From an optimization exercise on the open Yosys and OpenROAD flow, aimed at small area and a short achievable clock period; shortcuts taken in it are not production practice. Where RTL was checked, it was by simulation tests only, not by an equivalence proof against the original. For runs 1 and 2, only the layout was checked, not whether the RTL still works. Power and IR drop assume default switching activity.

File: flow/flow/run.sh
#!/bin/bash
# The standard layout (standard.sh: the standard flow's own synthesis and ORFS flow) with two changes:
# - the input and output ports are buffered with sky130_fd_sc_hd__buf_2 cells instead of
#   the cell buffer_ports picks by default;
# - ORFS's repair_timing steps aim for 12 ns of setup slack rather than 0, so that they size
#   up the slowest paths; the clock and constraints are the design's.
# Make's full output goes to flow_make.log here; ORFS's own logs are under orfs/logs.
set -euo pipefail
export BUFFER_PORTS_ARGS="-buffer_cell sky130_fd_sc_hd__buf_2"
export SETUP_SLACK_MARGIN=12
export TNS_END_PERCENT=5
bash standard.sh finish > flow_make.log 2>&1
File: flow/standard.sh
#!/bin/bash
# synth_recipe.tcl (not shown) runs the flow's synth.tcl, then flattens the netlist and writes it again
# the make line also repeats each setting of config.mk as NAME=value (left out here)
make -C /OpenROAD-flow-scripts/flow DESIGN_CONFIG=/design/flow/config.mk WORK_HOME=/design/flow/orfs CLKGATE_MAP_FILE= SYNTH_SCRIPT=/design/flow/synth_recipe.tcl "${@:-finish}"
File: flow/config.mk
export PLATFORM = sky130hd
export DESIGN_NAME = as2650
export DESIGN_NICKNAME = as2650
export VERILOG_FILES = /design/flow/design.v
export SDC_FILE = /design/flow/constraint.sdc
export NUM_CORES = 4
export LEC_CHECK = 0
export CAP_MARGIN = 20
export CORE_MARGIN = 2
export CORE_UTILIZATION = 40
export CTS_BUF_LIST = sky130_fd_sc_hd__clkbuf_8
export SLEW_MARGIN = 20
File: flow/constraint.sdc
create_clock -name core_clock -period 16.0 [get_ports {clk}]
set_input_delay 3.2000 -clock core_clock [delete_from_list [all_inputs] [get_ports {clk}]]
set_output_delay 3.2000 -clock core_clock [all_outputs]
set_load 0.01 [all_outputs]
File: flow/design.v
`default_nettype none
module as2650(
	input clk,
	input rst,
	input [7:0] bus_in,
	output [7:0] bus_out,
	output le_lo,
	output le_hi,
	output OEb,
	output WEb,
	output bus_dir,
	output IOC,
	output IOD,
	input [6:0] irqs,
	output flag,
	input sense,
	output [7:0] ext_io_addr,
	output io_bus_cyc,
	output io_bus_we,
	output [7:0] io_bus_out,
	input [7:0] io_bus_in,
	output [7:0] debug_psl,
	output [7:0] debug_psu,
	output [32:0] la_data_out,
	input wb_hidden_rom_enable,
	output reg cpu_hidden_rom_enable,
	output WE_ram
);
localparam FETCH = 0;
localparam PARAM1 = 1;
localparam PARAM2 = 2;
localparam DATA1 = 3;
localparam IO1 = 4;
localparam IO2 = 5;
localparam INVALID = 6;
localparam HALT = 7;
localparam EXT_IO1 = 8;
localparam EXT_IO2 = 9;
localparam EXT_IO3 = 10;
localparam EXT_IO4 = 11;
localparam INTERRUPT_ACTION1 = 12;
reg trap;
reg [2:0] irq_num;
reg [7:0] r0, r1, r2, r3, r5, r6, r7;
reg [7:0] psu;
reg [7:0] psl;
assign debug_psu = psu;
assign debug_psl = psl;
assign flag = psu[6];
reg [15:0] stack [15:0];
reg [12:0] PC;
reg [2:0] page_reg;
reg [11:0] ivectors_base;
reg [15:0] last_addr;
reg [3:0] cycle;
reg [7:0] insin;
reg [15:0] instruction_args_latch;
reg extend;
reg [1:0] warmup;
reg halted;
wire reset = rst || warmup != 2'b00;
reg indirect_cyc;
reg [1:0] indexed_cyc;
reg relative_cyc;
reg [2:0] chirp_ptr;
wire [3:0] sp = psu[3:0];
wire [3:0] sp_m1 = sp - 4'd1;
wire [3:0] sp_p1 = sp + 4'd1;
wire [15:0] TOS = stack[sp_m1];
wire [7:0] r1_v = psl[4] ? r5 : r1;
wire [7:0] r2_v = psl[4] ? r6 : r2;
wire [7:0] r3_v = psl[4] ? r7 : r3;
assign la_data_out = {halted, r3_v, r2_v, r1_v, r0};
function [7:0] rd;
	input [1:0] a;
	begin
		case(a)
			2'd1: rd = r1_v;
			2'd2: rd = r2_v;
			2'd3: rd = r3_v;
			default: rd = r0;
		endcase
	end
endfunction
wire [7:0] instruction = cycle == FETCH ? bus_in : insin;
wire is_RETURN = (instruction[7:2] == 6'b000101 || instruction[7:2] == 6'b001101) && !extend;
wire is_DAR = instruction[7:2] == 6'b100101 && !extend;
wire is_CLR = instruction[7:2] == 6'h31 && !extend;
wire is_EXT = instruction == 8'hB7 && !extend;
wire is_HALT = instruction == 8'h40 && !extend;
wire is_NOP = instruction == 8'hC0 && !extend;
wire is_XCHG = instruction == 8'h91 && !extend;
wire is_MUL = instruction == 8'h90 && !extend;
wire is_ZBR = (instruction == 8'h9B || instruction == 8'hBB) && !extend;
wire is_BXA = (instruction == 8'h9F || instruction == 8'hBF) && !extend;
wire is_LPS = instruction[7:1] == 7'h49 && !extend;
wire is_SPS = instruction[7:1] == 7'h09 && !extend;
wire is_BRANCH = instruction[4:3] == 2'b11;
wire needs_param = (instruction[3:2] == 2'b01 || instruction[3:2] == 2'b10) && !is_RETURN && !is_DAR && !is_CLR && !is_EXT && !extend;
wire needs_2_param = instruction[3:2] == 2'b11 || (extend && instruction[3:2] == 2'b10);
wire is_indexed = ((instruction[3:2] == 2'b11 && instruction_args_latch[14:13] != 2'b00) && !is_BRANCH && !indirect_cyc && !extend) || (extend && (instruction[7:2] == 6'h03 || instruction[7:2] == 6'h33));
wire is_indirect_pre = (instruction[3:2] == 2'b10 || instruction[3:2] == 2'b11) && !indirect_cyc && !extend;
wire is_indirect_p1 = bus_in[7] && is_indirect_pre;
wire is_indirect_p2 = instruction_args_latch[15] && is_indirect_pre;
wire is_store = (instruction[7:4] == 4'hC && !is_NOP && !extend) || (instruction[7:3] == 5'h19 && extend);
wire is_COM = instruction[7:4] == 4'hE && !extend;
wire is_ALU_op = !instruction[4] && !is_store && !is_HALT && !is_COM && (!extend || instruction[3] == 1);
wire is_immediate = instruction[3:2] == 2'b01;
wire is_zero_reg = instruction[3:2] == 2'b00;
wire is_add_sub = instruction[7:5] == 3'h4 || instruction[7:5] == 3'h5;
wire is_relative = instruction[3:2] == 2'b10;
wire is_PUSH = instruction == 8'h10 && !extend;
wire is_POP = instruction == 8'h11 && !extend;
wire is_TPS = instruction[7:1] == 7'h5A && !extend;
wire is_CPS = instruction[7:1] == 7'h3A && !extend;
wire is_PPS = instruction[7:1] == 7'h3B && !extend;
wire is_RRR = instruction[7:2] == 6'h14 && !extend;
wire is_RRL = instruction[7:2] == 6'h34 && !extend;
wire is_TMI = instruction[7:2] == 6'h3D && !extend;
wire is_IO_READ = (instruction[7:2] == 6'h0C || instruction[7:2] == 6'h1C) && !extend;
wire is_IO_WRITE = (instruction[7:2] == 6'h2C || instruction[7:2] == 6'h3C) && !extend;
wire is_CPL = instruction[7:2] == 6'h38 && extend;
wire is_PSHS = instruction == 8'h10 && extend;
wire is_POPS = instruction == 8'h11 && extend;
wire is_SVB = instruction == 8'h12 && extend;
wire is_CHRP = instruction == 8'h13 && extend;
wire is_EXT_IO = (instruction[7:2] == 6'h15 || instruction[7:2] == 6'h35) && !extend;
wire is_TRAP = instruction == 8'h90 && extend;
wire is_CLRT = instruction == 8'h91 && extend;
wire is_LIR = instruction == 8'h92 && extend;
wire is_SIR = instruction == 8'h93 && extend;
wire [2:0] instr_reg_a = {psl[4], instruction[1:0]};
wire [7:0] instr_reg_v = rd(instruction[1:0]);
wire is_store_q = (insin[7:4] == 4'hC && insin != 8'hC0 && !extend) || (insin[7:3] == 5'h19 && extend);
wire is_IO_READ_q = (insin[7:2] == 6'h0C || insin[7:2] == 6'h1C) && !extend;
wire is_IO_WRITE_q = (insin[7:2] == 6'h2C || insin[7:2] == 6'h3C) && !extend;
wire [7:0] instr_reg_v_q = rd(insin[1:0]);
wire [12:0] PC_p1 = PC + 13'd1;
wire q_RETURN = (insin[7:2] == 6'b000101 || insin[7:2] == 6'b001101) && !extend;
wire q_DAR = insin[7:2] == 6'b100101 && !extend;
wire q_CLR = insin[7:2] == 6'h31 && !extend;
wire q_EXT = insin == 8'hB7 && !extend;
wire q_HALT = insin == 8'h40 && !extend;
wire q_NOP = insin == 8'hC0 && !extend;
wire q_XCHG = insin == 8'h91 && !extend;
wire q_MUL = insin == 8'h90 && !extend;
wire q_ZBR = (insin == 8'h9B || insin == 8'hBB) && !extend;
wire q_BXA = (insin == 8'h9F || insin == 8'hBF) && !extend;
wire q_LPS = insin[7:1] == 7'h49 && !extend;
wire q_SPS = insin[7:1] == 7'h09 && !extend;
wire q_BRANCH = insin[4:3] == 2'b11;
wire q_needs_param = (insin[3:2] == 2'b01 || insin[3:2] == 2'b10) && !q_RETURN && !q_DAR && !q_CLR && !q_EXT && !extend;
wire q_needs_2_param = insin[3:2] == 2'b11 || (extend && insin[3:2] == 2'b10);
wire q_indexed = ((insin[3:2] == 2'b11 && instruction_args_latch[14:13] != 2'b00) && !q_BRANCH && !indirect_cyc && !extend) || (extend && (insin[7:2] == 6'h03 || insin[7:2] == 6'h33));
wire q_indirect_pre = (insin[3:2] == 2'b10 || insin[3:2] == 2'b11) && !indirect_cyc && !extend;
wire q_indirect_p1 = bus_in[7] && q_indirect_pre;
wire q_indirect_p2 = instruction_args_latch[15] && q_indirect_pre;
wire q_store = (insin[7:4] == 4'hC && !q_NOP && !extend) || (insin[7:3] == 5'h19 && extend);
wire q_COM = insin[7:4] == 4'hE && !extend;
wire q_ALU_op = !insin[4] && !q_store && !q_HALT && !q_COM && (!extend || insin[3] == 1);
wire q_immediate = insin[3:2] == 2'b01;
wire q_zero_reg = insin[3:2] == 2'b00;
wire q_add_sub = insin[7:5] == 3'h4 || insin[7:5] == 3'h5;
wire q_relative = insin[3:2] == 2'b10;
wire q_PUSH = insin == 8'h10 && !extend;
wire q_POP = insin == 8'h11 && !extend;
wire q_TPS = insin[7:1] == 7'h5A && !extend;
wire q_CPS = insin[7:1] == 7'h3A && !extend;
wire q_PPS = insin[7:1] == 7'h3B && !extend;
wire q_RRR = insin[7:2] == 6'h14 && !extend;
wire q_RRL = insin[7:2] == 6'h34 && !extend;
wire q_TMI = insin[7:2] == 6'h3D && !extend;
wire q_IO_READ = (insin[7:2] == 6'h0C || insin[7:2] == 6'h1C) && !extend;
wire q_IO_WRITE = (insin[7:2] == 6'h2C || insin[7:2] == 6'h3C) && !extend;
wire q_CPL = insin[7:2] == 6'h38 && extend;
wire q_PSHS = insin == 8'h10 && extend;
wire q_POPS = insin == 8'h11 && extend;
wire q_SVB = insin == 8'h12 && extend;
wire q_CHRP = insin == 8'h13 && extend;
wire q_EXT_IO = (insin[7:2] == 6'h15 || insin[7:2] == 6'h35) && !extend;
wire q_TRAP = insin == 8'h90 && extend;
wire q_CLRT = insin == 8'h91 && extend;
wire q_LIR = insin == 8'h92 && extend;
wire q_SIR = insin == 8'h93 && extend;
wire q_CC_BRANCH = insin[7:4] == 4'h1 || insin[7:4] == 4'h3 || insin[7:4] == 4'h9 || insin[7:4] == 4'hB;
wire q_REG_BRANCH = !q_CC_BRANCH;
wire q_BRANCH_SUB = insin[7:4] != 4'hF && insin[5:4] == 2'b11;
wire [2:0] instr_reg_a_q = {psl[4], insin[1:0]};
wire [12:0] PC_p2 = PC + 13'd2;
wire [12:0] PC_p3 = PC + 13'd3;
wire [12:0] PC_p23 = needs_2_param ? PC_p3 : PC_p2;
wire [7:0] rel_lo = {1'b0, PC_p1[6:0]} + {1'b0, bus_in[6:0]};
wire [5:0] rel_hi_p1 = PC_p1[12:7] + 6'd1;
wire [5:0] rel_hi_m1 = PC_p1[12:7] - 6'd1;
wire [5:0] rel_hi = rel_lo[7] == bus_in[6] ? PC_p1[12:7] : (rel_lo[7] ? rel_hi_p1 : rel_hi_m1);
wire [12:0] relative_eff_address_pre = {rel_hi, rel_lo[6:0]};
wire [15:0] relative_eff_address = {page_reg, relative_eff_address_pre};
wire is_CC_BRANCH = instruction[7:4] == 4'h1 || instruction[7:4] == 4'h3 || instruction[7:4] == 4'h9 || instruction[7:4] == 4'hB;
wire is_REG_BRANCH = !is_CC_BRANCH;
wire is_BRANCH_SUB = instruction[7:4] != 4'hF && instruction[5:4] == 2'b11;
wire [7:0] reg_plus_1 = instr_reg_v + 8'd1;
wire [7:0] reg_minus_1 = instr_reg_v - 8'd1;
wire bcr_nonzero = instruction[7:4] == 4'hD ? instr_reg_v != 8'hFF : (instruction[7:4] == 4'hF ? instr_reg_v != 8'h01 : instr_reg_v != 8'h00);
wire should_branch = (is_CC_BRANCH && instruction[7] && psl[7:6] != instruction[1:0]) || (is_CC_BRANCH && !instruction[7] && instruction[1:0] == 2'b11) || (is_CC_BRANCH && !instruction[7] && psl[7:6] == instruction[1:0] || (is_REG_BRANCH && bcr_nonzero)) || is_ZBR || is_BXA;
wire [15:0] zbr_target = {(bus_in[6] ? 10'b0000000111 : 10'h000), bus_in[5:0]};
wire is_interrupt_cycle = cycle == INTERRUPT_ACTION1;
wire is_data_fetch_cycle = relative_cyc || indirect_cyc || cycle == DATA1 || is_interrupt_cycle;
wire is_instr_fetch_cycle = (cycle == FETCH || cycle == PARAM1 || cycle == PARAM2) && !is_data_fetch_cycle;
wire indexed_data1 = indexed_cyc != 2'b00 && cycle == DATA1;
wire IO_cyc = cycle == IO1 || cycle == IO2;
reg [15:0] requested_addr;
wire hit = last_addr == requested_addr;
wire hi_eq = requested_addr[15:8] == last_addr[15:8];
wire lo_eq = requested_addr[7:0] == last_addr[7:0];
wire mem_cyc = (is_instr_fetch_cycle || is_data_fetch_cycle) && !IO_cyc;
wire le_lo_act = mem_cyc && !lo_eq && hi_eq;
wire le_hi_act = mem_cyc && !hi_eq;
assign le_lo = le_lo_act && !reset;
assign le_hi = le_hi_act && !reset;
wire write_cyc = (cycle == DATA1 || (cycle == PARAM1 && relative_cyc)) && is_store_q;
wire [7:0] alu_instr_reg_q = indexed_data1 ? r0 : instr_reg_v_q;
assign OEb = !(((is_instr_fetch_cycle || is_data_fetch_cycle) && hit) || (IO_cyc && is_IO_READ_q)) || reset || write_cyc;
assign WE_ram = write_cyc && !reset && hit;
assign WEb = !(write_cyc || (is_IO_WRITE_q && cycle == IO1)) || reset || (!hit && !IO_cyc);
assign bus_out = is_IO_WRITE_q && IO_cyc ? instr_reg_v_q : (le_lo_act ? requested_addr[7:0] : (le_hi_act ? requested_addr[15:8] : alu_instr_reg_q));
assign bus_dir = !(!WEb || le_lo_act || le_hi_act || (is_IO_WRITE_q && IO_cyc)) || reset;
assign IOC = IO_cyc && !insin[6];
assign io_bus_cyc = cycle == EXT_IO3 || cycle == EXT_IO4;
assign io_bus_we = insin[7];
assign io_bus_out = instr_reg_v_q;
assign ext_io_addr = instruction_args_latch[15:8];
assign IOD = IO_cyc && insin[6];
reg [15:0] mul_res;
function [1:0] fadd;
	input x, y, z;
	begin
		fadd = {(x & y) | (x & z) | (y & z), x ^ y ^ z};
	end
endfunction
integer mi, mj;
reg [7:0] ms, mc;
reg [1:0] mt;
always @(*) begin
	for(mj = 0; mj < 8; mj = mj + 1) begin
		ms[mj] = r0[mj] & r1_v[0];
		mc[mj] = 1'b0;
	end
	mul_res[0] = ms[0];
	for(mi = 1; mi < 8; mi = mi + 1) begin
		for(mj = 0; mj < 8; mj = mj + 1) begin
			mt = fadd(r0[mj] & r1_v[mi], mj < 7 ? ms[mj + 1] : 1'b0, mc[mj]);
			ms[mj] = mt[0];
			mc[mj] = mt[1];
		end
		mul_res[mi] = ms[0];
	end
	mul_res[15:8] = {1'b0, ms[7:1]} + mc;
end
wire [7:0] rrr = psl[3] ? {psl[0], instr_reg_v[7:1]} : {instr_reg_v[0], instr_reg_v[7:1]};
wire [7:0] rrl = psl[3] ? {instr_reg_v[6:0], psl[0]} : {instr_reg_v[6:0], instr_reg_v[7]};
wire [7:0] alu_instr_reg = indexed_data1 ? r0 : instr_reg_v;
wire [7:0] alu_input1 = is_zero_reg ? r0 : alu_instr_reg;
wire [7:0] alu_input2 = is_zero_reg ? instr_reg_v : bus_in;
wire [2:0] alu_op = instruction[7:5];
wire alu_inv = alu_op != 3'd4;
wire alu_cin = alu_op == 3'd4 ? (psl[3] && psl[0]) : (alu_op == 3'd5 ? (!psl[3] || psl[0]) : 1'b0);
wire [8:0] alu_sum = {1'b0, alu_input1} + {1'b0, alu_inv ? ~alu_input2 : alu_input2} + {8'h00, alu_cin};
reg [8:0] alu_next;
always @(*) begin
	case(alu_op)
		1: alu_next = {psl[0], alu_input1 ^ alu_input2};
		2: alu_next = {psl[0], alu_input1 & alu_input2};
		3: alu_next = {psl[0], alu_input1 | alu_input2};
		4: alu_next = alu_sum;
		5: alu_next = alu_sum;
		default: alu_next = {psl[0], alu_input2};
	endcase
end
wire next_idc = alu_next[4] != alu_input1[4] ^ (alu_op == 5 ? ~alu_input2[4] : alu_input2[4]);
wire next_ovf = alu_input1[7] == alu_input2[7] && alu_next[7] != alu_input1[7];
wire cmp_eq = alu_input1 == alu_input2;
wire cmp_gt = alu_sum[8];
wire [1:0] cmp_cc = cmp_eq ? 2'b00 : ((psl[1] || alu_input1[7] == alu_input2[7]) ? (cmp_gt ? 2'b01 : 2'b10) : (alu_input1[7] ? 2'b10 : 2'b01));
function [1:0] cc_of;
	input [7:0] v;
	begin
		cc_of = v[7] ? 2'b10 : (v != 8'h00 ? 2'b01 : 2'b00);
	end
endfunction
wire [55:0] chirp_tab = {7'd10, 7'd13, 7'h21, 7'h70, 7'h72, 7'h69, 7'h68, 7'h43};
wire [6:0] chirpchar = chirp_tab[{chirp_ptr, 3'b000} - {3'b000, chirp_ptr} +: 7];
wire [7:0] irqs_all = {irqs[6], irqs[5], irqs[4], trap, irqs[3], irqs[2], irqs[1], irqs[0]};
wire [2:0] irq_enc = irqs_all[7] ? 3'h7 : (irqs_all[6] ? 3'h6 : (irqs_all[5] ? 3'h5 : (irqs_all[4] ? 3'h4 : (irqs_all[3] ? 3'h3 : (irqs_all[2] ? 3'h2 : (irqs_all[1] ? 3'h1 : 3'h0))))));
localparam WB_ALU = 4'd0, WB_REG = 4'd1, WB_INC = 4'd2, WB_DEC = 4'd3, WB_NOT = 4'd4, WB_CHRP = 4'd5, WB_ZERO = 4'd6, WB_R0 = 4'd7,
	WB_DAR = 4'd8, WB_RRR = 4'd9, WB_RRL = 4'd10, WB_PSL = 4'd11, WB_PSU = 4'd12, WB_BUS = 4'd13, WB_IO = 4'd14;
localparam PCS_HOLD = 3'd0, PCS_P1 = 3'd1, PCS_P23 = 3'd2, PCS_REL = 3'd3, PCS_ZBR = 3'd4, PCS_ABS = 3'd5, PCS_TOS = 3'd6;
localparam ITS_HOLD = 3'd0, ITS_ZBR = 3'd1, ITS_REL = 3'd2, ITS_IND2 = 3'd3, ITS_INT = 3'd4;
localparam A_HOLD = 2'd0, A_BUS = 2'd1, A_REG = 2'd2;
localparam ST_PC = 2'd0, ST_R10 = 2'd1, ST_PS = 2'd2;
localparam PR_MUL = 2'd0, PR_XCHG = 2'd1, PR_TOS = 2'd2;
localparam INS_HOLD = 3'd0, INS_BUS = 3'd1, INS_0C = 3'd2, INS_CC = 3'd3, INS_3F = 3'd4;
localparam ALL_FIELDS = 2'd0, ALL_TOS = 2'd1, ALL_R0 = 2'd2, ALL_CP = 2'd3;
localparam CC_HOLD = 3'd0, CC_CMP = 3'd1, CC_WB = 3'd2, CC_MUL = 3'd3, CC_01 = 3'd4, CC_TPS = 3'd5, CC_TMI = 3'd6;
localparam F_HOLD = 2'd0, F_ALU = 2'd1, F_RRR = 2'd2, F_RRL = 2'd3;
localparam SP_HOLD = 2'd0, SP_INC = 2'd1, SP_DEC = 2'd2;
localparam II_HOLD = 2'd0, II_CLR = 2'd1, II_SET = 2'd2;
wire [3:0] bcr_sel = instruction[7:4] == 4'hD ? WB_INC : (instruction[7:4] == 4'hF ? WB_DEC : WB_REG);
wire [3:0] bcr_sel_q = insin[7:4] == 4'hD ? WB_INC : (insin[7:4] == 4'hF ? WB_DEC : WB_REG);
reg trap_n;
reg [2:0] irq_num_n;
reg [11:0] ivb_n;
reg [3:0] cycle_n;
reg extend_n, halted_n, ind_n, rel_n;
reg [1:0] idx_n;
reg [2:0] chirp_n;
reg chre_n;
reg wb_en;
reg [2:0] wb_a;
reg [3:0] wb_sel;
reg pr_en;
reg [1:0] pr_sel;
reg st_en;
reg [1:0] st_sel;
reg [2:0] pc_sel, it_sel, ins_sel, cc_sel;
reg [1:0] ah_sel, al_sel, psl_all, psu_all, c_sel, idc_sel, sp_sel, ii_sel;
reg ovf_sel, cp_set;
always @(*) begin
	trap_n = trap;
	irq_num_n = irq_num;
	ivb_n = ivectors_base;
	cycle_n = cycle;
	extend_n = extend;
	halted_n = halted;
	ind_n = indirect_cyc;
	rel_n = relative_cyc;
	idx_n = indexed_cyc;
	chirp_n = chirp_ptr;
	chre_n = cpu_hidden_rom_enable;
	wb_en = 1'b0;
	wb_a = instr_reg_a;
	wb_sel = WB_ALU;
	pr_en = 1'b0;
	pr_sel = PR_MUL;
	st_en = 1'b0;
	st_sel = ST_PC;
	pc_sel = PCS_HOLD;
	it_sel = ITS_HOLD;
	ins_sel = INS_HOLD;
	ah_sel = A_HOLD;
	al_sel = A_HOLD;
	psl_all = ALL_FIELDS;
	psu_all = ALL_FIELDS;
	cc_sel = CC_HOLD;
	c_sel = F_HOLD;
	idc_sel = F_HOLD;
	ovf_sel = 1'b0;
	sp_sel = SP_HOLD;
	ii_sel = II_HOLD;
	cp_set = 1'b0;
	case(cycle)
	FETCH: begin
		ind_n = 1'b0;
		rel_n = 1'b0;
		idx_n = 2'b00;
		if(hit) begin
			pc_sel = PCS_P1;
			ins_sel = INS_BUS;
			if(is_LIR) begin
				ah_sel = A_REG;
				al_sel = A_REG;
				cycle_n = DATA1;
				extend_n = 1'b0;
				ins_sel = INS_0C;
			end else if(is_SIR) begin
				ah_sel = A_REG;
				al_sel = A_REG;
				cycle_n = DATA1;
				extend_n = 1'b0;
				ins_sel = INS_CC;
			end else if(needs_param || needs_2_param) begin
				if(is_BRANCH && !should_branch) begin
					pc_sel = PCS_P23;
					cycle_n = FETCH;
					if(is_REG_BRANCH) begin
						wb_en = 1'b1;
						wb_sel = bcr_sel;
					end
				end else cycle_n = PARAM1;
			end else begin
				if(is_HALT) halted_n = 1'b1;
				extend_n = is_EXT;
				if(is_CPL) begin
					wb_en = 1'b1;
					wb_sel = WB_NOT;
				end
				if(is_TRAP) trap_n = 1'b1;
				if(is_CLRT) trap_n = 1'b0;
				if(is_XCHG) begin
					pr_en = 1'b1;
					pr_sel = PR_XCHG;
				end
				if(is_PUSH) begin
					st_en = 1'b1;
					st_sel = ST_R10;
					sp_sel = SP_INC;
				end
				if(is_POP) begin
					pr_en = 1'b1;
					pr_sel = PR_TOS;
					sp_sel = SP_DEC;
				end
				if(is_PSHS) begin
					st_en = 1'b1;
					st_sel = ST_PS;
					sp_sel = SP_INC;
				end
				if(is_POPS) begin
					psl_all = ALL_TOS;
					psu_all = ALL_TOS;
				end
				if(is_SVB) ivb_n = {r1_v, r0[7:4]};
				if(is_CHRP) begin
					wb_en = 1'b1;
					wb_a = 3'b000;
					wb_sel = WB_CHRP;
					chirp_n = chirp_ptr + 3'd1;
					cc_sel = CC_01;
				end
				if(is_CLR) begin
					wb_en = 1'b1;
					wb_sel = WB_ZERO;
				end
				if(is_RETURN) begin
					if(instruction[1:0] == 2'b11 || instruction[1:0] == psl[7:6]) begin
						pc_sel = PCS_TOS;
						sp_sel = SP_DEC;
						if(instruction[5]) ii_sel = II_CLR;
					end
				end
				if(is_MUL) begin
					pr_en = 1'b1;
					pr_sel = PR_MUL;
					cc_sel = CC_MUL;
				end
				if(is_COM && is_zero_reg) begin
					cc_sel = CC_CMP;
				end else if(is_ALU_op && is_zero_reg) begin
					wb_en = 1'b1;
					wb_a = 3'b000;
					wb_sel = WB_ALU;
					c_sel = F_ALU;
					cc_sel = CC_WB;
					if(is_add_sub) begin
						idc_sel = F_ALU;
						ovf_sel = 1'b1;
					end
				end else if(is_store && !is_NOP && is_zero_reg) begin
					wb_en = 1'b1;
					wb_sel = WB_R0;
					cc_sel = CC_WB;
				end
				if(is_DAR) begin
					wb_en = 1'b1;
					wb_sel = WB_DAR;
				end
				if(is_RRR) begin
					if(psl[3]) begin
						c_sel = F_RRR;
						idc_sel = F_RRR;
					end
					cc_sel = CC_WB;
					wb_en = 1'b1;
					wb_sel = WB_RRR;
				end
				if(is_RRL) begin
					if(psl[3]) begin
						c_sel = F_RRL;
						idc_sel = F_RRL;
					end
					cc_sel = CC_WB;
					wb_en = 1'b1;
					wb_sel = WB_RRL;
				end
				if(is_LPS) begin
					if(instruction[0]) psl_all = ALL_R0;
					else psu_all = ALL_R0;
				end
				if(is_SPS) begin
					wb_en = 1'b1;
					wb_a = 3'b000;
					wb_sel = instruction[0] ? WB_PSL : WB_PSU;
					cc_sel = CC_WB;
				end
				cycle_n = is_HALT ? HALT : (is_IO_READ || is_IO_WRITE ? IO1 : FETCH);
			end
		end
	end
	PARAM1: begin
		if(hit) begin
			if(is_instr_fetch_cycle) pc_sel = PCS_P1;
			if(q_immediate || relative_cyc) begin
				if(q_store) begin
				end else if(q_ALU_op) begin
					wb_en = 1'b1;
					wb_sel = WB_ALU;
					c_sel = F_ALU;
					cc_sel = CC_WB;
					if(q_add_sub) begin
						idc_sel = F_ALU;
						ovf_sel = 1'b1;
					end
				end else begin
					if(q_TPS) cc_sel = CC_TPS;
					if(q_CPS) begin
						cp_set = 1'b0;
						if(insin[0]) psl_all = ALL_CP;
						else psu_all = ALL_CP;
					end
					if(q_PPS) begin
						cp_set = 1'b1;
						if(insin[0]) psl_all = ALL_CP;
						else psu_all = ALL_CP;
					end
					if(q_COM) cc_sel = CC_CMP;
					if(q_TMI) cc_sel = CC_TMI;
				end
				cycle_n = q_EXT_IO ? EXT_IO1 : FETCH;
				extend_n = 1'b0;
				rel_n = 1'b0;
			end else if(q_needs_2_param || indirect_cyc) begin
				cycle_n = PARAM2;
			end else if(q_relative && q_indirect_p1) begin
				it_sel = q_ZBR ? ITS_ZBR : ITS_REL;
				ind_n = 1'b1;
			end else if(q_relative && !q_indirect_p1) begin
				if(q_BRANCH) begin
					if(q_BRANCH_SUB) begin
						st_en = 1'b1;
						sp_sel = SP_INC;
					end
					pc_sel = q_ZBR ? PCS_ZBR : PCS_REL;
					if(q_REG_BRANCH) begin
						wb_en = 1'b1;
						wb_sel = bcr_sel_q;
					end
					extend_n = 1'b0;
					cycle_n = FETCH;
				end else begin
					rel_n = 1'b1;
					it_sel = ITS_REL;
				end
			end
			ah_sel = A_BUS;
		end
	end
	PARAM2: begin
		if(hit) begin
			if(is_instr_fetch_cycle) pc_sel = PCS_P1;
			if(!indirect_cyc && instruction_args_latch[14:13] != 2'b00 && !q_BRANCH) begin
				idx_n = q_indexed ? instruction_args_latch[14:13] : 2'b00;
				if(q_indexed && instruction_args_latch[14:13] != 2'b11 && !extend) begin
					wb_en = 1'b1;
					wb_sel = instruction_args_latch[14:13] == 2'b01 ? WB_INC : WB_DEC;
				end
			end
			if(q_indirect_p2 && !indirect_cyc) begin
				ind_n = 1'b1;
				it_sel = ITS_IND2;
				cycle_n = PARAM1;
			end else if(q_BRANCH) begin
				if(insin == 8'h1F) chre_n = 1'b0;
				if(q_BRANCH_SUB) begin
					st_en = 1'b1;
					sp_sel = SP_INC;
				end
				pc_sel = PCS_ABS;
				if(q_REG_BRANCH) begin
					wb_en = 1'b1;
					wb_sel = bcr_sel_q;
				end
				cycle_n = FETCH;
				extend_n = 1'b0;
			end else cycle_n = DATA1;
			al_sel = A_BUS;
		end
	end
	DATA1: begin
		if(hit) begin
			ind_n = 1'b0;
			idx_n = 2'b00;
			if(q_store) begin
			end else if(q_COM) begin
				cc_sel = CC_CMP;
			end else if(q_ALU_op) begin
				wb_en = 1'b1;
				wb_a = indexed_data1 ? 3'b000 : instr_reg_a_q;
				wb_sel = WB_ALU;
				c_sel = F_ALU;
				cc_sel = CC_WB;
				if(q_add_sub) begin
					idc_sel = F_ALU;
					ovf_sel = 1'b1;
				end
			end
			cycle_n = FETCH;
			extend_n = 1'b0;
		end
	end
	IO1: begin
		cycle_n = IO2;
	end
	IO2: begin
		if(q_IO_READ) begin
			wb_en = 1'b1;
			wb_sel = WB_BUS;
			cc_sel = CC_WB;
		end
		cycle_n = FETCH;
	end
	EXT_IO1: begin
		cycle_n = EXT_IO2;
	end
	EXT_IO2: begin
		cycle_n = EXT_IO3;
	end
	EXT_IO3: begin
		cycle_n = EXT_IO4;
	end
	EXT_IO4: begin
		if(!insin[7]) begin
			wb_en = 1'b1;
			wb_sel = WB_IO;
			cc_sel = CC_WB;
		end
		cycle_n = FETCH;
	end
	INTERRUPT_ACTION1: begin
		ins_sel = INS_3F;
		ind_n = 1'b1;
		it_sel = ITS_INT;
		ii_sel = II_SET;
		cycle_n = PARAM1;
	end
	default: begin
	end
	endcase
	if(cycle == HALT || (cycle == FETCH && !hit)) begin
		if(irqs != 7'h00 && !psu[5]) begin
			irq_num_n = irq_enc;
			cycle_n = INTERRUPT_ACTION1;
		end
	end
end
wire [7:0] dar_res = {instr_reg_v[7:4] + (psl[0] ? 4'h0 : 4'hA), instr_reg_v[3:0] + (psl[5] ? 4'h0 : 4'hA)};
reg [7:0] wb_d;
always @(*) begin
	case(wb_sel)
		WB_REG: wb_d = instr_reg_v;
		WB_INC: wb_d = reg_plus_1;
		WB_DEC: wb_d = reg_minus_1;
		WB_NOT: wb_d = ~instr_reg_v;
		WB_CHRP: wb_d = {1'b0, chirpchar};
		WB_ZERO: wb_d = 8'h00;
		WB_R0: wb_d = r0;
		WB_DAR: wb_d = dar_res;
		WB_RRR: wb_d = rrr;
		WB_RRL: wb_d = rrl;
		WB_PSL: wb_d = psl;
		WB_PSU: wb_d = psu;
		WB_BUS: wb_d = bus_in;
		WB_IO: wb_d = io_bus_in;
		default: wb_d = alu_next[7:0];
	endcase
end
reg [15:0] pr_d;
always @(*) begin
	case(pr_sel)
		PR_XCHG: pr_d = {r0, r1_v};
		PR_TOS: pr_d = TOS;
		default: pr_d = mul_res;
	endcase
end
reg [15:0] st_d;
always @(*) begin
	case(st_sel)
		ST_R10: st_d = {r1_v, r0};
		ST_PS: st_d = {psu, psl};
		default: st_d = {page_reg, indirect_cyc ? PC : PC_p1};
	endcase
end
wire [7:0] abs_hi = indirect_cyc || extend ? instruction_args_latch[15:8] : {page_reg[2], instruction_args_latch[14:8]};
wire [7:0] abs_hi_p1 = abs_hi + 8'd1;
wire [8:0] abs_lo = {1'b0, bus_in} + {1'b0, q_BXA ? r3_v : 8'h00};
wire [15:0] abs_target = {abs_lo[8] ? abs_hi_p1 : abs_hi, abs_lo[7:0]};
reg [15:0] pcp_n;
always @(*) begin
	case(pc_sel)
		PCS_P1: pcp_n = {page_reg, PC_p1};
		PCS_P23: pcp_n = {page_reg, PC_p23};
		PCS_REL: pcp_n = relative_eff_address;
		PCS_ZBR: pcp_n = zbr_target;
		PCS_ABS: pcp_n = abs_target;
		PCS_TOS: pcp_n = TOS;
		default: pcp_n = {page_reg, PC};
	endcase
end
wire [2:0] page_n = pcp_n[15:13];
wire [12:0] PC_n = pcp_n[12:0];
wire it_step_up = cycle == PARAM1 && hit;
wire it_step_down = cycle == PARAM2 && hit;
wire [15:0] it_held = requested_addr + (it_step_down ? 16'hFFFF : {15'h0000, it_step_up});
reg [15:0] it_n;
always @(*) begin
	case(it_sel)
		ITS_ZBR: it_n = zbr_target;
		ITS_REL: it_n = relative_eff_address;
		ITS_IND2: it_n = q_BRANCH ? {page_reg[2], instruction_args_latch[14:8], bus_in} : {page_reg, instruction_args_latch[12:8], bus_in};
		ITS_INT: it_n = {ivectors_base, irq_num, 1'b0};
		default: it_n = it_held;
	endcase
end
wire [15:0] args_n = {ah_sel == A_BUS ? bus_in : (ah_sel == A_REG ? r3_v : instruction_args_latch[15:8]),
					al_sel == A_BUS ? bus_in : (al_sel == A_REG ? r2_v : instruction_args_latch[7:0])};
reg [7:0] insin_n;
always @(*) begin
	case(ins_sel)
		INS_BUS: insin_n = bus_in;
		INS_0C: insin_n = 8'h0C;
		INS_CC: insin_n = 8'hCC;
		INS_3F: insin_n = 8'h3F;
		default: insin_n = insin;
	endcase
end
wire [15:0] last_n = {le_hi_act ? requested_addr[15:8] : last_addr[15:8], le_lo_act ? requested_addr[7:0] : last_addr[7:0]};
reg [1:0] cc_n;
always @(*) begin
	case(cc_sel)
		CC_CMP: cc_n = cmp_cc;
		CC_WB: cc_n = cc_of(wb_d);
		CC_MUL: cc_n = mul_res[15] ? 2'b10 : ((r0 != 8'h00 && r1_v != 8'h00) ? 2'b01 : 2'b00);
		CC_01: cc_n = 2'b01;
		CC_TPS: cc_n = (((insin[0] ? psl : psu) & bus_in) == bus_in) ? 2'b00 : 2'b01;
		CC_TMI: cc_n = ((instr_reg_v_q & bus_in) == instr_reg_v_q) ? 2'b00 : 2'b01;
		default: cc_n = psl[7:6];
	endcase
end
reg c_n, idc_n;
always @(*) begin
	case(c_sel)
		F_ALU: c_n = alu_next[8];
		F_RRR: c_n = instr_reg_v[0];
		F_RRL: c_n = instr_reg_v[7];
		default: c_n = psl[0];
	endcase
	case(idc_sel)
		F_ALU: idc_n = next_idc;
		F_RRR: idc_n = instr_reg_v[6];
		F_RRL: idc_n = instr_reg_v[4];
		default: idc_n = psl[5];
	endcase
end
wire ovf_n = ovf_sel ? next_ovf : psl[2];
wire [3:0] sp_n = sp_sel == SP_INC ? sp_p1 : (sp_sel == SP_DEC ? sp_m1 : sp);
wire ii_n = ii_sel == II_CLR ? 1'b0 : (ii_sel == II_SET ? 1'b1 : psu[5]);
reg [7:0] psl_n, psu_n;
always @(*) begin
	case(psl_all)
		ALL_TOS: psl_n = TOS[7:0];
		ALL_R0: psl_n = r0;
		ALL_CP: psl_n = cp_set ? (psl | bus_in) : (psl & ~bus_in);
		default: psl_n = {cc_n, idc_n, psl[4:3], ovf_n, psl[1], c_n};
	endcase
	case(psu_all)
		ALL_TOS: psu_n = {TOS[15:12], sp_m1};
		ALL_R0: psu_n = r0;
		ALL_CP: psu_n = cp_set ? (psu | bus_in) : (psu & ~bus_in);
		default: psu_n = {sense, psu[6], ii_n, psu[4], sp_n};
	endcase
end
wire fetch_n = (cycle_n == FETCH || cycle_n == PARAM1 || cycle_n == PARAM2) && !(rel_n || ind_n);
wire [7:0] index_n = (cycle == PARAM2 && !indirect_cyc && !extend && instruction_args_latch[14:13] == 2'b01) ? instr_reg_v_q + 8'd1 :
					((cycle == PARAM2 && !indirect_cyc && !extend && instruction_args_latch[14:13] == 2'b10) ? instr_reg_v_q - 8'd1 : instr_reg_v_q);
wire [7:0] d1_hi = indirect_cyc || extend ? instruction_args_latch[15:8] : {page_reg, instruction_args_latch[12:8]};
wire [7:0] d1_hi_p1 = d1_hi + 8'd1;
wire [8:0] d1_lo = {1'b0, bus_in} + {1'b0, idx_n != 2'b00 ? index_n : 8'h00};
wire [15:0] d1_addr = cycle == PARAM2 ? {d1_lo[8] ? d1_hi_p1 : d1_hi, d1_lo[7:0]} :
					(cycle == FETCH ? {page_reg, r3_v[4:0], r2_v} : requested_addr);
wire [15:0] req_n = cycle_n == DATA1 ? d1_addr : (fetch_n ? pcp_n : ((ind_n || rel_n) ? it_n : 16'h0000));
always @(posedge clk) begin
	if(reset) begin
		requested_addr <= 16'h0000;
		psl <= 8'h00;
		psu <= 8'h20;  
		cycle <= 4'h0;
		last_addr <= 16'hAAAA;
		insin <= 8'h00;
		PC <= 13'h0000;
		extend <= 1'b0;
		warmup <= rst ? 2'b11 : warmup - 2'd1;
		halted <= 1'b0;
		indirect_cyc <= 1'b0;
		relative_cyc <= 1'b0;
		indexed_cyc <= 2'b00;
		page_reg <= 3'b000;
		ivectors_base <= 12'h000;
		chirp_ptr <= 3'b000;
		trap <= 1'b0;
		cpu_hidden_rom_enable <= wb_hidden_rom_enable;
	end else begin
		trap <= trap_n;
		requested_addr <= req_n;
		irq_num <= irq_num_n;
		psu <= psu_n;
		psl <= psl_n;
		PC <= PC_n;
		page_reg <= page_n;
		ivectors_base <= ivb_n;
		last_addr <= last_n;
		cycle <= cycle_n;
		insin <= insin_n;
		extend <= extend_n;
		halted <= halted_n;
		indirect_cyc <= ind_n;
		relative_cyc <= rel_n;
		indexed_cyc <= idx_n;
		chirp_ptr <= chirp_n;
		cpu_hidden_rom_enable <= chre_n;
	end
end
always @(posedge clk) begin
	if(!reset && st_en) stack[sp] <= st_d;
end
wire [7:0] wd_lo = (pr_en ? pr_d[7:0] : wb_d) & {8{!reset}};
wire [7:0] wd_hi = (pr_en ? pr_d[15:8] : wb_d) & {8{!reset}};
wire [7:0] wd = wb_d & {8{!reset}};
wire wr_any = wb_en && !pr_en;
always @(posedge clk) begin
	if(reset || pr_en || (wr_any && wb_a[1:0] == 2'd0)) r0 <= wd_lo;
	if(reset || (pr_en && !psl[4]) || (wr_any && wb_a == 3'd1)) r1 <= wd_hi;
	if(reset || (pr_en && psl[4]) || (wr_any && wb_a == 3'd5)) r5 <= wd_hi;
	if(reset || (wr_any && wb_a == 3'd2)) r2 <= wd;
	if(reset || (wr_any && wb_a == 3'd3)) r3 <= wd;
	if(reset || (wr_any && wb_a == 3'd6)) r6 <= wd;
	if(reset || (wr_any && wb_a == 3'd7)) r7 <= wd;
end
always @(posedge clk) begin
	instruction_args_latch <= args_n;
end
endmodule
==> key figures, run 1 <==
Finish
  • Max FFs per register: 256
  • Top flop regs: stack x256, last_addr x16, requested_addr x16
  • Fillers: 6938
  • Biggest register: stack
  • Final core utilization: 50.2%
  • Share of layout cells above drive strength 1: around 28%
  • Area delta synth->final: 24.2%
  • Fin area: 38200 um^2
  • # nets final: between 3000 and 4000

Clock network
  • Longest Clk Path Bufs: 3
  • Clock Sinks: 424
  • CTS Hold Bufs: 0
  • CTS HTree Levels: 3
  • Root Driver: clkbuf_8
  • Worst-path clk slew: 60 ps
  • Skew-Pair Late Insertion Delay: 710 ps
  • Cts bufs inserted: 75
  • CTS tree: yes

Worst setup path
  • Crit-path cells: buf_8, nor2b_4, buf_12, clkinv_8, a21oi_2, o21ai_1, nand2_1, nand2_1, buf_2
  • Setup CP Type: input port to primary output
  • Crit-path max cell delay: approximately 150 ps
  • Critical Path Sink Type: primary output
  • Critical path's slowest cell: buf_2
  • Crit path arrival time: 4110 ps
  • Worst-path maximum fanout: 5
  • Critical path required time: 12800 ps
  • Critical path launch point type: input port
  • Reg2reg start: psl[4]$_SDFFE_PN0N_
  • Crit path from: rst
  • Most Frequent Cell on Critical Path: nand2_1

STA
  • Final Hold Fails: 0
  • Max-slew violations: 0
  • Setup TNS: 0 ps
  • RSZ-0062 raised after global routing: yes
  • Slew @ Worst Pin: 1130 ps
  • Final setup viols: 0
  • Tcrit/Tclk final: 45.7%
  • Fin crit period: about 7300 ps
  • Worst Clk Skew: 49.8 ps
  • Worst slew margin: around a quarter
  • Fmax: between 100 and 150 MHz

Floorplanning
  • Area of the core: 76100 um^2
  • Die X: 281 um
  • Die Ht: ~280 um
  • Die area: between 70000 and 80000 um^2
  • Initial Util: between 40% and 50%
  • I/O pin cnt: 112
  • Row cnt: 101

Global route
  • First-pass GRT wire length: 184 mm
  • Largest net degree at the start of global routing: 49
  • Vias in the first global route: about 27000
  • Tot GR Track Use: about a third
  • GRT overflow: 0
  • Initial antenna violation count: 6

Run status
  • Result of the run: complete, no violations

Route
  • Initial DRC Count: 4142
  • DR pass1 iterations: 10
  • WL/cell: 28.7 um
  • Vias: 29000
  • DRC Markers: 0
  • ANT nets after route: 0
  • Post-Route WL: 129 mm
  • Via/cell ratio: 6.43

Synth
  • Register area share after synthesis: 38.2%
  • Post-synth cell types: 107
  • EDFF count, synth: 326
  • Syn nets: 3350
  • Syn Inst Count: 3145
  • Top FF cell, synth: edfxtp_1
  • Synth Warn #: 1
  • Fraction of registers with async set/reset: 0%
  • Synth Area per Inst: 9.77 um^2
  • Post-Synthesis Cell Area: approximately 31000 um^2
  • Seq cells post-synth: between 400 and 500

Placed design
  • I/O Buffers: between 100 and 150
  • GPL Wtd Cong: ~1
  • Placed Area: 32500 um^2
  • Hpwl dp: 84.6 mm

Pwr
  • Maximum VDD drop: around 0.000082 V
  • Pwr dens: 67.6 nW/um^2
  • Static Leak: 13.8 nW

Hold path
  • Min-Delay Path Class: flip-flop to flip-flop
  • Hold path start: halted$_SDFFE_PN0P_

Job
  • Max Cap Viol: 0
==> area by class of cell <==
| class | instances | area [um^2] | area share, % |
|---|---|---|---|
| Tap cell | 1030 | 1290 | 3.38 |
| Inverter | 146 | 607 | 1.59 |
| Clock buffer | 79 | 1090 | 2.85 |
| Clock inverter | 53 | 425 | 1.11 |
| Sequential cell | 424 | 11800 | 30.8 |
| Timing Repair Buffer | 426 | 3500 | 9.18 |
| Multi-Input combinational cell | 2348 | 19500 | 51.0 |
| Antenna cell | 3 | 7.51 | 0.0197 |
==> cells in the mapped netlist, drive strengths merged (43+ instances only) <==
| master | instances | area [um^2] |
|---|---|---|
| mux2 | 43 | 492 |
| buf | 47 | 270 |
| inv | 145 | 544 |
| ha | 128 | 1600 |
| a21oi | 220 | 1100 |
| nor2 | 308 | 1160 |
| edfxtp | 326 | 9790 |
| mux4 | 87 | 1960 |
| clkbuf | 185 | 696 |
| mux2i | 95 | 976 |
| xor2 | 51 | 447 |
| and2 | 72 | 450 |
| o21ai | 173 | 877 |
| dfxtp | 98 | 1960 |
| nor3 | 70 | 360 |
| fa | 50 | 1000 |
| a221oi | 50 | 444 |
| nand3 | 70 | 355 |
| nand2 | 244 | 916 |
| xnor2 | 82 | 718 |
==> logic make-up after synthesis <==
group                      share of synthesized area [%]
AOI/OAI and AO/OA                                   18.0
buffers and inverters                               4.92
xor gates and xnor gates                            3.79
adders and majority gates                           8.50
and+or+nand+nor                                     15.4
DFF                                                 38.2
muxes                                               11.1
==> worst max-delay path: cells and delay by family <==
family,cells,cell delay [ps]
buffers and inverters,4,440
and+or+nand+nor,3,280
AOI/OAI and AO/OA,2,180
==> path summary, 6_finish.rpt <==
check	endpoint	slack, ps	cells past startpoint
worst max-delay path	bus_dir	8690	9
worst min-delay path	halted$_SDFFE_PN0P_	480	2
worst max register to register	psl[6]$_SDFFE_PN0P_	9340	27
worst min register to register	halted$_SDFFE_PN0P_	480	2
==> through the flow <==
step | hold slack [ps] | std cells | worst slack [ps] | total power [mW]
3_3_place_gp | 466 | 4125 | 7350 | 1.44
3_5_place_dp | 473 | 4127 | 7450 | 1.44
5_1_grt | 503 | 4508 | 8620 | 2.65
6_report | 483 | 4509 | 8690 | 2.58
2_1_floorplan | 441 | 3145 | 8770 | 1.35
4_1_cts | 488 | 4391 | 8720 | 2.52
==> power by group <==
group / internal, mW / total [mW] / switching, mW
sequential: 1.18 / 1.19 / 0.00573
clock: 0.547 / 1.05 / 0.500
combinational: 0.140 / 0.350 / 0.210
total: 1.87 / 2.58 / 0.715
==> placed cells by master, fill, tap and decap left out, types with 57 or more instances in the layout <==
cell type  synthesis  routed
a21oi_1          219     180
and2_1            72      68
buf_2             18     105
buf_4              7     252
clkbuf_8           0      80
dfxtp_1           98      92
edfxtp_1         326     326
ha_1             128     112
inv_1            143     147
mux2i_1           93      81
mux4_2            87      87
nand2_1          244     231
nand3_1           69      66
nor2_1           307     276
nor3_1            68      57
o21ai_0          161     134
xnor2_1           82      73
==> routing by layer <==
metal  vias to the layer above  wire length, um  GRT usage (%)
met4                         4            10400           18.6
met2                      2068            54900           47.1
met3                       583            15600           8.92
met5                         -               24              0
met1                     14000            48400           40.7
li1                      12300                -              -
==> timing repair <==
action	CTS	global route
pin swaps	32	110
buffers inserted	123	109
gates resized for setup	221	246
hold endpoints to repair	0	0
cloned	9	3
setup endpoints to repair	813	808
==> run 2, diff against run 1 <==
==> flow/flow/run.sh (replaced) <==
#!/bin/bash
# The standard layout (standard.sh: the standard flow's own synthesis and ORFS flow) with two changes:
# - the input and output ports are buffered with sky130_fd_sc_hd__buf_2 cells instead of
#   the cell buffer_ports picks by default;
# - ORFS's repair_timing steps aim for 10 ns of setup slack rather than 0, so that they size
#   up the slowest paths; the clock and constraints are the design's.
# Make's full output goes to flow_make.log here; ORFS's own logs are under orfs/logs.
set -euo pipefail
export BUFFER_PORTS_ARGS="-buffer_cell sky130_fd_sc_hd__buf_2"
export SETUP_SLACK_MARGIN=10
export TNS_END_PERCENT=5
bash standard.sh finish > flow_make.log 2>&1
==> run 2 against run 1 <==
Via count shrank 0.97%; sequential power is essentially flat; first-iteration DRC count shrank 0.41%; count of clock-buffer cells in the layout is the same; combinational power shrank 6.9%; critical endpoint unchanged; non-clock buffer count shrank 45; worst setup slack lost 2.2 ps; sequential share of layout area grew 0.70 points; global-route usage shrank 0.11 points.
==> key figures, run 2 <==
Run status
  • Result of the run: complete, no violations (unchanged)

Placed design
  • I/O Buffers: 111 (unchanged)
  • Hpwl dp: 84.6 mm (unchanged)
  • GPL Wtd Cong: 1.01 (unchanged)
  • Placed Area: 32500 um^2 (unchanged)

Worst setup path
  • Crit-path cells: buf_8, nor2b_4, buf_12, clkinv_8, a21oi_2, o21ai_1, nand2_1, nand2_1, buf_2 (unchanged)
  • Critical Path Sink Type: primary output (unchanged)
  • Crit path arrival time: 4110 ps (about the same)
  • Crit-path max cell delay: 150 ps (about the same)
  • Most Frequent Cell on Critical Path: nand2_1 (unchanged)
  • Critical path required time: 12800 ps (about the same)
  • Critical path's slowest cell: buf_2 (unchanged)
  • Reg-to-reg slack, setup: 9310 ps (was 9340 ps)
  • Buf/Inv on CP: 4 (unchanged)
  • Setup CP Type: input port to primary output (unchanged)
  • CP top delay family: buffers and inverters (unchanged)
  • Worst-path maximum fanout: 5 (unchanged)
  • Critical path launch point type: input port (unchanged)

Finish
  • Sequential cell area: 11800 um^2 (unchanged)
  • Area delta synth->final: 21.5% (was 24.2%)
  • Biggest register: stack (unchanged)
  • Fillers: 7018 (was 6938)
  • Share of layout cells above drive strength 1: 25.6% (was 28.2%)
  • Most frequent cells in the layout: edfxtp_1, nor2_1, nand2_1, buf_4, a21oi_1 (was edfxtp_1, nor2_1, buf_4, nand2_1, a21oi_1)
  • Final core utilization: 49.1% (was 50.2%)
  • Most common cell after layout, fill and taps aside: edfxtp_1 (unchanged)
  • Max FFs per register: 256 (unchanged)
  • # nets final: 3580 (was 3626)
  • Top flop regs: stack x256, last_addr x16, requested_addr x16 (unchanged)
  • Fin area: 37300 um^2 (was 38200 um^2)
  • Multi-input gate area: 19000 um^2 (was 19500 um^2)

Synth
  • Post-Synthesis Cell Area: 30700 um^2 (unchanged)
  • Top cells by area, synth: edfxtp_1, dfxtp_1, mux4_2, ha_1, nor2_1 (unchanged)
  • Seq cells post-synth: 424 (unchanged)
  • EDFF count, synth: 326 (unchanged)
  • Synth top area share: 31.8% (unchanged)
  • Syn Inst Count: 3145 (unchanged)
  • Fraction of registers with async set/reset: 0% (unchanged)
  • Synth Warn #: 1 (unchanged)
  • Commonest cells in the netlist: edfxtp_1, nor2_1, nand2_1, a21oi_1, clkbuf_1 (unchanged)
  • Register area share after synthesis: 38.2% (unchanged)
  • Top FF cell, synth: edfxtp_1 (unchanged)
  • Synth Area per Inst: 9.77 um^2 (unchanged)
  • Post-synth top area cell: edfxtp_1 (unchanged)
  • Syn nets: 3350 (unchanged)
  • Count leader, synth: edfxtp_1 (unchanged)
  • Post-synth cell types: 107 (unchanged)

STA
  • Worst Clk Skew: 51.6 ps (was 49.8 ps)
  • Fin crit period: 7310 ps (about the same)
  • Final Hold Fails: 0 (unchanged)
  • RSZ-0062 raised after global routing: yes (unchanged)
  • Setup TNS: 0 ps (unchanged)
  • Tcrit/Tclk final: 45.7% (about the same)
  • Max-slew violations: 0 (unchanged)
  • Slew @ Worst Pin: 1370 ps (was 1130 ps)
  • Worst slew margin: 7.97% (was 24.1%)
  • Final setup viols: 0 (unchanged)
  • Fmax: 137 MHz (about the same)

Global route
  • Tot GR Track Use: 31.4% (was 31.5%)
  • Initial antenna violation count: 8 (was 6)
  • Largest net degree at the start of global routing: 49 (unchanged)
  • Vias in the first global route: 26600 (was 26700)
  • GRT overflow: 0 (unchanged)
  • First-pass GRT wire length: 183 mm (was 184 mm)

Route
  • Post-Route WL: 128 mm (was 129 mm)
  • Met2 routed WL: 54.4 mm (was 54.9 mm)
  • ANT nets after route: 0 (unchanged)
  • DRC Markers: 0 (unchanged)
  • WL met1: 48.2 mm (was 48.4 mm)
  • Met3 wire len: 15.1 mm (was 15.6 mm)
  • Highest Signal Layer: met5 (unchanged)
  • WL/cell: 28.6 um (was 28.7 um)
  • Vias: 28700 (was 29000)
  • Via/cell ratio: 6.43 (about the same)
  • Initial DRC Count: 4125 (was 4142)
  • DR pass1 iterations: 9 (was 10)

Pwr
  • Overall Power: 2.56 mW (was 2.58 mW)
  • Switching share of power: 27.6% (was 27.7%)
  • Pwr dens: 68.5 nW/um^2 (was 67.6 nW/um^2)
  • Psw: 705 uW (was 715 uW)
  • Comb power frac: 12.8% (was 13.6%)
  • Reg power frac: 46.4% (was 45.9%)
  • Static Leak: 13.4 nW (was 13.8 nW)
  • Cell-internal power: 1.85 mW (was 1.87 mW)
  • Clk pwr share: 40.9% (was 40.5%)
  • Maximum VDD drop: 0.0000821 V (was 0.0000824 V)

Clock network
  • Worst-path clk slew: 60 ps (about the same)
  • CTS HTree Levels: 3 (unchanged)
  • CTS tree: yes (unchanged)
  • CTS Hold Bufs: 0 (unchanged)
  • Skew-Pair Late Insertion Delay: 710 ps (about the same)
  • Root Driver: clkbuf_8 (unchanged)
  • Longest Clk Path Bufs: 3 (unchanged)
  • Clock Sinks: 424 (unchanged)
  • Cts bufs inserted: 75 (unchanged)

Hold path
  • Min-Delay Path Class: flip-flop to flip-flop (unchanged)

Floorplanning
  • Die X: 281 um (unchanged)
  • Row cnt: 101 (unchanged)
  • Initial Util: 40.4% (unchanged)
  • Die Ht: 281 um (unchanged)
  • Die area: 79100 um^2 (unchanged)
  • Area of the core: 76100 um^2 (unchanged)
  • I/O pin cnt: 112 (unchanged)

Job
  • Max Cap Viol: 0 (unchanged)
[run 2: worst paths after layout]
path | from | to | cells after the start
hold / removal | halted$_SDFFE_PN0P_ | halted$_SDFFE_PN0P_ | 2
setup reg to reg | psl[4]$_SDFFE_PN0N_ | psl[6]$_SDFFE_PN0P_ | 27
hold reg to reg | halted$_SDFFE_PN0P_ | halted$_SDFFE_PN0P_ | 2
setup / recovery | rst | bus_dir | 9
[run 2: metrics by stage]
stage / setup WS, ps / std cells / hold WS [ps]
2_1_floorplan: 8770 / 3145 / 441
3_3_place_gp: 7350 / 4125 / 466
3_5_place_dp: 7450 / 4127 / 473
4_1_cts: 8720 / 4371 / 488
5_1_grt: 8620 / 4462 / 503
6_report: 8690 / 4467 / 481
[run 2: area by class of cell]
type                            instances  share of cell area, %
Timing Repair Buffer                  381                   8.32
Multi-Input combinational cell       2347                   51.0
Clock buffer                           79                   2.91
Antenna cell                            7                 0.0469
Sequential cell                       424                   31.5
Tap cell                             1030                   3.45
Inverter                              146                   1.59
Clock inverter                         53                   1.14
[run 2: per-layer routing]
metal	global-route usage (%)	vias to the layer above
met5	0	-
met4	18.4	4
met3	8.06	582
met2	46.9	2030
met1	41.1	13900
li1	-	12300
[run 2: cells by family (layout without fill, tap and decap cells)]
logic type	Yosys count	count (layout)	synth area share (%)
other	0	7	0
and+or+nand+nor	980	982	15.4
DFF	424	424	38.2
adders and majority gates	179	179	8.50
buffers and inverters	378	659	4.92
muxes	225	225	11.1
AOI/OAI and AO/OA	826	828	18.0
xor gates and xnor gates	133	133	3.79
[run 2: worst reg2reg max path, delay by kind of cell (launching register included)]
family	cells	cell delay (ps)
adder cells (fa/ha/maj)	8	3330
AND/OR/NAND/NOR	7	1180
AO/OA/AOI/OAI	7	1100
flip-flops	1	370
buffers and inverters	4	370
multiplexers	1	270
[run 2: power by group through the flow]
stage	clock network, mW	registers (mW)	logic [mW]
after floorplan	0	1.21	0.148
after detailed placement	0	1.21	0.234
final	1.05	1.19	0.326
after global placement	0	1.21	0.235
after CTS	1.06	1.19	0.272
after global routing	1.10	1.19	0.336
[run 2: repair_timing]
item | CTS | global route
hold endpoints to repair | 0 | 0
gates cloned | 9 | 1
setup buffers | 103 | 87
pin swaps | 29 | 88
setup endpoints to repair | 707 | 685
gates resized for setup | 189 | 162
==> run 3, diff against run 2 <==
--- a/flow/design.v
+++ b/flow/design.v
@@ -707,6 +707,6 @@
 wire [2:0] page_n = pcp_n[15:13];
 wire [12:0] PC_n = pcp_n[12:0];
-wire it_step_up = cycle == PARAM1 && hit;
-wire it_step_down = cycle == PARAM2 && hit;
+wire it_step_up = cycle == PARAM1 && cycle_n == PARAM2;
+wire it_step_down = cycle == PARAM2 && cycle_n == FETCH;
 wire [15:0] it_held = requested_addr + (it_step_down ? 16'hFFFF : {15'h0000, it_step_up});
 reg [15:0] it_n;
==> flow/run.sh (new file) <==
#!/bin/bash
# synth_recipe.tcl (not shown) runs the flow's synth.tcl, then flattens the netlist and writes it again
# the make line also repeats each setting of config.mk as NAME=value (left out here)
make -C /OpenROAD-flow-scripts/flow DESIGN_CONFIG=/design/flow/config.mk WORK_HOME=/design/flow/orfs CLKGATE_MAP_FILE= SYNTH_SCRIPT=/design/flow/synth_recipe.tcl finish
--- a/flow/config.mk
+++ b/flow/config.mk
@@ -9,4 +9,3 @@
 export CORE_MARGIN = 2
 export CORE_UTILIZATION = 40
-export CTS_BUF_LIST = sky130_fd_sc_hd__clkbuf_8
 export SLEW_MARGIN = 20
removed: flow/flow/run.sh
removed: flow/standard.sh
==> run 3 against run 2 <==
Count of clock-buffer cells in the layout down 13; sequential share of layout area is 2.1 points higher; die area rose by 0.55%; critical endpoint is now requested_addr[15]$_SDFFE_PN0P_; clock power rose by about 10%; still clean; first-iteration DRC count fell by 5.1%; core utilization shrank 3.2 points.
==> key figures, run 3 <==
Route
  • DRC Markers: 0 (unchanged)
  • Vias: 27800 (was 28700)
  • WL/cell: 29.8 um (was 28.6 um)
  • DR pass1 iterations: 7 (was 9)
  • Via/cell ratio: 6.49 (was 6.43)
  • Initial DRC Count: 3915 (was 4125)
  • Post-Route WL: 128 mm (about the same)
  • ANT nets after route: 0 (unchanged)

Synth
  • Syn nets: 3380 (was 3350)
  • Post-synth cell types: 109 (was 107)
  • Synth Warn #: 1 (unchanged)
  • Commonest cells in the netlist: edfxtp_1, nor2_1, nand2_1, a21oi_1, clkbuf_1 (unchanged)
  • Fraction of registers with async set/reset: 0% (unchanged)
  • Register area share after synthesis: 38.0% (was 38.2%)
  • Synth top area share: 31.7% (was 31.8%)
  • Syn Inst Count: 3175 (was 3145)
  • Top cells by area, synth: edfxtp_1, mux4_2, dfxtp_1, ha_1, a21oi_1 (was edfxtp_1, dfxtp_1, mux4_2, ha_1, nor2_1)
  • Seq cells post-synth: 424 (unchanged)
  • Post-synth top area cell: edfxtp_1 (unchanged)
  • EDFF count, synth: 326 (unchanged)
  • Post-Synthesis Cell Area: 30900 um^2 (was 30700 um^2)
  • Top FF cell, synth: edfxtp_1 (unchanged)
  • Synth Area per Inst: 9.74 um^2 (was 9.77 um^2)
  • Count leader, synth: edfxtp_1 (unchanged)

STA
  • Max-slew violations: 0 (unchanged)
  • Worst Clk Skew: 56.4 ps (was 51.6 ps)
  • PnR worst setup slack: 5300 ps (was 8690 ps)
  • Fin crit period: 10700 ps (was 7310 ps)
  • RSZ-0062 raised after global routing: no (was yes)
  • Tcrit/Tclk final: 66.9% (was 45.7%)
  • Setup TNS: 0 ps (unchanged)
  • Final Hold Fails: 0 (unchanged)
  • Slew @ Worst Pin: 1260 ps (was 1370 ps)
  • Final setup viols: 0 (unchanged)
  • Worst slew margin: 13.7% (was 7.97%)
  • Fmax: 93.4 MHz (was 137 MHz)

Clock network
  • Skew-Pair Late Insertion Delay: 630 ps (was 710 ps)
  • Root Driver: clkbuf_16 (was clkbuf_8)
  • PostCTS Resize Cnt: 0 (was 189)
  • CTS HTree Levels: 2 (was 3)
  • CTS Hold Bufs: 0 (unchanged)
  • Clock Sinks: 424 (unchanged)
  • Setup Buffers After CTS: 0 (was 103)
  • CTS tree: yes (unchanged)
  • Longest Clk Path Bufs: 3 (unchanged)
  • Worst-path clk slew: 50 ps (was 60 ps)
  • Cts bufs inserted: 49 (was 75)

Placed design
  • Hpwl dp: 91.5 mm (was 84.6 mm)
  • Place WS: 4970 ps (was 7450 ps)
  • I/O Buffers: 111 (unchanged)
  • GPL Wtd Cong: 1.04 (was 1.01)

Global route
  • Tot GR Track Use: 31.6% (was 31.4%)
  • First-pass GRT wire length: 183 mm (about the same)
  • Largest net degree at the start of global routing: 57 (was 49)
  • Vias in the first global route: 26000 (was 26600)
  • GRT overflow: 0 (unchanged)
  • Initial antenna violation count: 0 (was 8)

Finish
  • Most common cell after layout, fill and taps aside: edfxtp_1 (unchanged)
  • Most frequent cells in the layout: edfxtp_1, nor2_1, nand2_1, a21oi_1, o21ai_0 (was edfxtp_1, nor2_1, nand2_1, buf_4, a21oi_1)
  • Top flop regs: stack x256, last_addr x16, requested_addr x16 (unchanged)
  • Share of layout cells above drive strength 1: 12.3% (was 25.6%)
  • Max FFs per register: 256 (unchanged)
  • Area delta synth->final: 13.2% (was 21.5%)
  • # nets final: 3417 (was 3580)
  • Biggest register: stack (unchanged)

Floorplanning
  • Die Ht: 282 um (was 281 um)
  • Die area: 79500 um^2 (was 79100 um^2)
  • I/O pin cnt: 112 (unchanged)
  • Die X: 282 um (was 281 um)
  • Row cnt: 101 (unchanged)
  • Initial Util: 40.6% (was 40.4%)
  • Area of the core: 76200 um^2 (was 76100 um^2)

Worst setup path
  • Worst-path maximum fanout: 19 (was 5)
  • Critical path launch point type: input port (unchanged)
  • Crit path arrival time: 11240 ps (was 4110 ps)
  • Crit-path max cell delay: 590 ps (was 150 ps)
  • Critical Path Sink Type: flip-flop (was primary output)
  • Critical path required time: 16540 ps (was 12800 ps)
  • Most Frequent Cell on Critical Path: a21oi_1 (was nand2_1)
  • Critical path's slowest cell: mux2i_1 (was buf_2)
  • Setup CP Type: input port to flip-flop (was input port to primary output)

Run status
  • Result of the run: complete, no violations (unchanged)

Pwr
  • Pwr dens: 74.7 nW/um^2 (was 68.5 nW/um^2)
  • Static Leak: 12.0 nW (was 13.4 nW)
  • Overall Power: 2.61 mW (was 2.56 mW)
  • Maximum VDD drop: 0.0000780 V (was 0.0000821 V)

Hold path
  • Min-Delay Path Class: flip-flop to flip-flop (unchanged)

Job
  • Max Cap Viol: 0 (unchanged)
==> run 3: layout make-up <==
| cell class | instances | area, um^2 |
|---|---|---|
| Antenna cell | 2 | 5.00 |
| Clock buffer | 66 | 1340 |
| Inverter | 153 | 576 |
| Timing Repair Buffer | 223 | 1950 |
| Fill cell | 7252 | 41200 |
| Clock inverter | 23 | 294 |
| Sequential cell | 424 | 11800 |
| Multi-Input combinational cell | 2361 | 17800 |
| Tap cell | 1030 | 1290 |
==> run 3: path summary, 6_finish.rpt <==
path	start	endpoint	slack (ps)	depth (start not counted)
worst max-delay path	bus_in[0]	requested_addr[15]$_SDFFE_PN0P_	5300	31
worst min-delay path	last_addr[14]$_SDFFE_PN0P_	last_addr[14]$_SDFFE_PN0P_	470	2
worst max register to register	cycle[1]$_SDFF_PN0_	requested_addr[15]$_SDFFE_PN0P_	7230	29
worst min register to register	last_addr[14]$_SDFFE_PN0P_	last_addr[14]$_SDFFE_PN0P_	470	2
==> run 3: layer usage <==
metal / vias up / part of all wire [%] / global-route usage [%] / wire [um]
li1: 12000 / - / - / -
met1: 13600 / 39 / 41.7 / 50300
met2: 1741 / 43 / 47.6 / 55100
met3: 424 / 11 / 7.33 / 13600
met4: 0 / 6.8 / 18.1 / 8750
met5: - / 0 / 0 / 0
==> run 3: power breakdown <==
part           switching, mW  total (mW)  internal (mW)
sequential           0.00425        1.18           1.18
combinational          0.179       0.265         0.0861
clock                  0.475        1.16          0.687
==> run 3: cells by family after synthesis <==
kind of cell	share of synthesized area, %
muxes	9.93
buffers and inverters	4.99
adders and majority gates	8.45
xor gates and xnor gates	3.91
and+or+nand+nor	15.6
DFF	38.0
AOI/OAI and AO/OA	19.1
==> run 3: metrics by stage <==
step | area (um^2) | instances | utilization [%] | hold slack [ps]
finish | 35000 | 4282 | 45.9 | 466
global route | 35000 | 4280 | 45.9 | 487
CTS | 34900 | 4279 | 45.8 | 469
detailed placement | 33300 | 4190 | 43.7 | 460
global placement | 33300 | 4188 | 43.7 | 453
floorplan | 30900 | 3175 | - | 438
==> run 3: worst max-delay path, delay by kind of cell <==
kind            cells  cell delay, ps
compound gates     16            3520
buf+inv             6            1990
simple gates        4            1000
mux                 2             680
fa+ha+maj           2             670
xor+xnor            1             140

==> separate check: timing with driven ports <==
In the flow no input, the clock included, has a driving cell. The finished layouts below were timed again as built, in two steps.
Step 1: set_driving_cell puts a clkbuf_16 on clk and a buf_2 on each other input, an assumption about the parent block.
Step 2, shift: input delay + t, output delay - t, t = (earliest + latest rising clock arrival at the registers) / 2. This alone moves slack from input paths to output paths.
Three values: ideal, step 1, step 2; two values: the first two.
| run | t (ns) | slack for setup (ns) | hold slack, ns | worst register clock-pin slew, ns |
|---|---|---|---|---|
| run 1 | 0.746 | 8.695 / 8.646 / 8.316 | 0.483 / 0.483 / 0.483 | 0.07 / 0.07 |
| run 2 | 0.742 | 8.693 / 8.644 / 8.405 | 0.481 / 0.481 / 0.481 | 0.07 / 0.07 |
| run 3 | 0.666 | 5.296 / 5.329 / 4.663 | 0.466 / 0.466 / 0.466 | 0.07 / 0.07 |
After both steps every run listed still meets setup and hold. For run 3, which loses most, drivers alone change the setup slack by +0.033 ns; drivers and shift together by -0.633 ns.
